Context: an optimization exercise on an open-source flow, tuned for small area, a short achievable clock period and few clock cycles per item. The choices shown serve that exercise and are no tape-out recipe. At most, simulation tests tie the RTL to the original design; equivalence was not proved.

== before ==
==> module bubble_sort_unit, before the edit <==
module bubble_sort_unit(
    input wire       CLK,
    input wire       RST,
    input wire       start_i,
    input wire  [8-1:0] in_data0_i,
    input wire  [8-1:0] in_data1_i,
    input wire  [8-1:0] in_data2_i,
    input wire  [8-1:0] in_data3_i,
    input wire  [8-1:0] in_data4_i,
    input wire  [8-1:0] in_data5_i,
    input wire  [8-1:0] in_data6_i,
    input wire  [8-1:0] in_data7_i,
    input wire  [8-1:0] in_data8_i,
    output wire [8-1:0] out_data0_o,
    output wire [8-1:0] out_data1_o,
    output wire [8-1:0] out_data2_o,
    output wire [8-1:0] out_data3_o,
    output wire [8-1:0] out_data4_o,
    output wire [8-1:0] out_data5_o,
    output wire [8-1:0] out_data6_o,
    output wire [8-1:0] out_data7_o,
    output wire [8-1:0] out_data8_o,
    output wire valid_o
);
    localparam W = 8;
    reg         busy_r;
    reg         done_r;
    reg [1:0]   pass_r;
    reg [W-1:0] d_r [0:8];
    reg [3:0]   swap_a_r, keep_a_r;
    reg         load_r;
    wire [W-1:0] in_w [0:8];
    assign in_w[0] = in_data0_i;
    assign in_w[1] = in_data1_i;
    assign in_w[2] = in_data2_i;
    assign in_w[3] = in_data3_i;
    assign in_w[4] = in_data4_i;
    assign in_w[5] = in_data5_i;
    assign in_w[6] = in_data6_i;
    assign in_w[7] = in_data7_i;
    assign in_w[8] = in_data8_i;
    function automatic gt8(input [7:0] a, input [7:0] b);
        reg [7:0] g1, l1;
        reg [3:0] g2, l2;
        reg [1:0] g3, l3;
        integer n;
        begin
            g1 = a & ~b;
            l1 = ~a & b;
            for (n = 0; n < 4; n = n + 1) begin
                g2[n] = g1[2*n+1] | (~l1[2*n+1] & g1[2*n]);
                l2[n] = l1[2*n+1] | (~g1[2*n+1] & l1[2*n]);
            end
            for (n = 0; n < 2; n = n + 1) begin
                g3[n] = g2[2*n+1] | (~l2[2*n+1] & g2[2*n]);
                l3[n] = l2[2*n+1] | (~g2[2*n+1] & l2[2*n]);
            end
            gt8 = g3[1] | (~l3[1] & g3[0]);
        end
    endfunction
    wire [W-1:0] m_w [0:8];
    wire [W-1:0] b_w [0:8];
    wire [3:0]   swap_b_w;
    wire [3:0]   swap_a_nx_w;
    genvar i;
    generate
        for (i = 0; i < 9; i = i + 1) begin : layer_a
            if (i == 8) begin : lone
                assign m_w[i] = load_r ? in_w[8] : d_r[8];
            end else begin : pair
                assign m_w[i] = ({W{load_r}}          & in_w[i])
                              | ({W{swap_a_r[i / 2]}} & d_r[i ^ 1])
                              | ({W{keep_a_r[i / 2]}} & d_r[i]);
            end
        end
        assign b_w[0] = m_w[0];
        for (i = 1; i < 9; i = i + 2) begin : layer_b
            wire s = gt8(m_w[i], m_w[i+1]);
            assign swap_b_w[i/2] = s;
            assign b_w[i]   = s ? m_w[i+1] : m_w[i];
            assign b_w[i+1] = s ? m_w[i]   : m_w[i+1];
        end
        for (i = 0; i < 9; i = i + 1) begin : regs
            always @(posedge CLK) d_r[i] <= b_w[i];
        end
        assign swap_a_nx_w[0] = gt8(m_w[0], m_w[1]) | gt8(m_w[0], m_w[2]);
        for (i = 1; i < 4; i = i + 1) begin : next_a
            assign swap_a_nx_w[i] =
                  gt8(m_w[2*i-1], m_w[2*i+1]) | gt8(m_w[2*i-1], m_w[2*i+2])
                | gt8(m_w[2*i],   m_w[2*i+1]) | gt8(m_w[2*i],   m_w[2*i+2]);
        end
    endgenerate
    always @(posedge CLK) begin
        swap_a_r <= {4{start_i}} &  swap_a_nx_w;
        keep_a_r <= {4{start_i}} & ~swap_a_nx_w;
    end
    wire sorted_w = ~|swap_b_w | (pass_r == 2'd3);
    always @(posedge CLK or negedge RST) begin
        if (!RST) begin
            busy_r <= 1'b0;
            load_r <= 1'b1;
            done_r <= 1'b0;
            pass_r <= 2'd0;
        end else begin
            busy_r <= start_i;
            load_r <= ~start_i;
            done_r <= start_i & (done_r | (busy_r & sorted_w));
            pass_r <= busy_r ? pass_r + 2'd1 : 2'd0;
        end
    end
    assign valid_o = done_r;
    assign out_data0_o = d_r[0];
    assign out_data1_o = d_r[1];
    assign out_data2_o = d_r[2];
    assign out_data3_o = d_r[3];
    assign out_data4_o = d_r[4];
    assign out_data5_o = d_r[5];
    assign out_data6_o = d_r[6];
    assign out_data7_o = d_r[7];
    assign out_data8_o = d_r[8];
endmodule
==> flow/config.mk <==
export PLATFORM = sky130hd
export DESIGN_NAME = bubble_sort_unit
export DESIGN_NICKNAME = bubble_sort_unit
export VERILOG_FILES = /design/flow/design.v
export SDC_FILE = /design/flow/constraint.sdc
export NUM_CORES = 4
export LEC_CHECK = 0
export CAP_MARGIN = 20
export CORE_MARGIN = 2
export CORE_UTILIZATION = 40
export SETUP_SLACK_MARGIN = 2.2
export SLEW_MARGIN = 20
==> flow/constraint.sdc <==
create_clock -name core_clock -period 5.0 [get_ports {CLK}]
set_input_delay 1.0000 -clock core_clock [delete_from_list [all_inputs] [get_ports {CLK}]]
set_output_delay 1.0000 -clock core_clock [all_outputs]
set_load 0.01 [all_outputs]
standard.sh (not shown) runs the stock make flow with config.mk's settings and CLKGATE_MAP_FILE= SYNTH_SCRIPT=/design/flow/synth_recipe.tcl, a recipe that flattens the netlist after the stock synthesis.
==> flow/flow/run.sh <==
#!/bin/bash
# The standard layout, with the port buffers made from the smallest buffer
# cell and a clock tree of smaller buffers without dummy loads.
set -euo pipefail
bash standard.sh \
  'BUFFER_PORTS_ARGS=-buffer_cell sky130_fd_sc_hd__buf_1' \
  'CTS_ARGS=-sink_clustering_enable -repair_clock_nets -dont_use_dummy_load -buf_list sky130_fd_sc_hd__clkbuf_8' \
  finish > standard_flow.log 2>&1
Inputs modified between before and after:
diff --git a/flow/design.v b/flow/design.v
--- a/flow/design.v
+++ b/flow/design.v
@@ -21,14 +21,12 @@
     output wire [8-1:0] out_data7_o,
     output wire [8-1:0] out_data8_o,
     output wire valid_o
 );
     localparam W = 8;
     reg         busy_r;
-    reg         done_r;
-    reg [1:0]   pass_r;
     reg [W-1:0] d_r [0:8];
     reg [3:0]   swap_a_r, keep_a_r;
     reg         load_r;
     wire [W-1:0] in_w [0:8];
     assign in_w[0] = in_data0_i;
     assign in_w[1] = in_data1_i;
@@ -57,29 +55,28 @@
             end
             gt8 = g3[1] | (~l3[1] & g3[0]);
         end
     endfunction
     wire [W-1:0] m_w [0:8];
     wire [W-1:0] b_w [0:8];
-    wire [3:0]   swap_b_w;
     wire [3:0]   swap_a_nx_w;
     genvar i;
     generate
         for (i = 0; i < 9; i = i + 1) begin : layer_a
+            wire ld = (i < 4) ? load_r : ~busy_r;
             if (i == 8) begin : lone
-                assign m_w[i] = load_r ? in_w[8] : d_r[8];
+                assign m_w[i] = ld ? in_w[8] : d_r[8];
             end else begin : pair
-                assign m_w[i] = ({W{load_r}}          & in_w[i])
+                assign m_w[i] = ({W{ld}}              & in_w[i])
                               | ({W{swap_a_r[i / 2]}} & d_r[i ^ 1])
                               | ({W{keep_a_r[i / 2]}} & d_r[i]);
             end
         end
         assign b_w[0] = m_w[0];
         for (i = 1; i < 9; i = i + 2) begin : layer_b
             wire s = gt8(m_w[i], m_w[i+1]);
-            assign swap_b_w[i/2] = s;
             assign b_w[i]   = s ? m_w[i+1] : m_w[i];
             assign b_w[i+1] = s ? m_w[i]   : m_w[i+1];
         end
         for (i = 0; i < 9; i = i + 1) begin : regs
             always @(posedge CLK) d_r[i] <= b_w[i];
         end
@@ -91,27 +88,22 @@
         end
     endgenerate
     always @(posedge CLK) begin
         swap_a_r <= {4{start_i}} &  swap_a_nx_w;
         keep_a_r <= {4{start_i}} & ~swap_a_nx_w;
     end
-    wire sorted_w = ~|swap_b_w | (pass_r == 2'd3);
     always @(posedge CLK or negedge RST) begin
         if (!RST) begin
             busy_r <= 1'b0;
             load_r <= 1'b1;
-            done_r <= 1'b0;
-            pass_r <= 2'd0;
         end else begin
             busy_r <= start_i;
             load_r <= ~start_i;
-            done_r <= start_i & (done_r | (busy_r & sorted_w));
-            pass_r <= busy_r ? pass_r + 2'd1 : 2'd0;
         end
     end
-    assign valid_o = done_r;
+    assign valid_o = busy_r & ~|swap_a_r;
     assign out_data0_o = d_r[0];
     assign out_data1_o = d_r[1];
     assign out_data2_o = d_r[2];
     assign out_data3_o = d_r[3];
     assign out_data4_o = d_r[4];
     assign out_data5_o = d_r[5];
Diff before -> after | detailed-route wire length on metal 1 | decrease of 610 um
after ended with less number of cells after detailed placement than before.
Looking only at number of nets produced by synthesis, and setting everything else aside, the higher value of before and after goes to after.
met3 usage across before and after: no real change.
Design area, before and after: higher on before
Summary of after over before: share of the final layout cell area in sequential cells up 1.1 points, number of distinct standard cells referenced by the synthesized netlist down 13%.
Having completed the whole flow, after delivered a layout that passed the timing, DRC and antenna checks.
Testbench counts of after, summed over its fixed seeds: cycles 15,173, items 2,400.
Function not checked in before: the RTL went through the layout flow alone.

[what the ideal ports hide]
How much do the figures lean on ideal ports? The routed layouts below were timed once more, with nothing changed but the port constraints. Step 1 sets driving cells, clkbuf_16 on the clock port and buf_2 on the other inputs (assumed; they add their load-dependent delay and slew). Step 2 also shifts input and output timing later by t, the mid clock arrival at the registers, as if the neighbouring blocks saw the same clock. Three values: ideal, step 1, step 2; two values: the first two.
run	t (ns)	setup WS [ns]	worst slew at a driven data input, ns
before	0.408	1.791 / 1.789 / 1.381	0.05
after	0.410	1.975 / 1.989 / 1.579	0.04
After both steps every run listed still meets setup and hold. The setup slack of before, which loses most, moves by -0.002 ns with the drivers and by -0.410 ns with both steps.
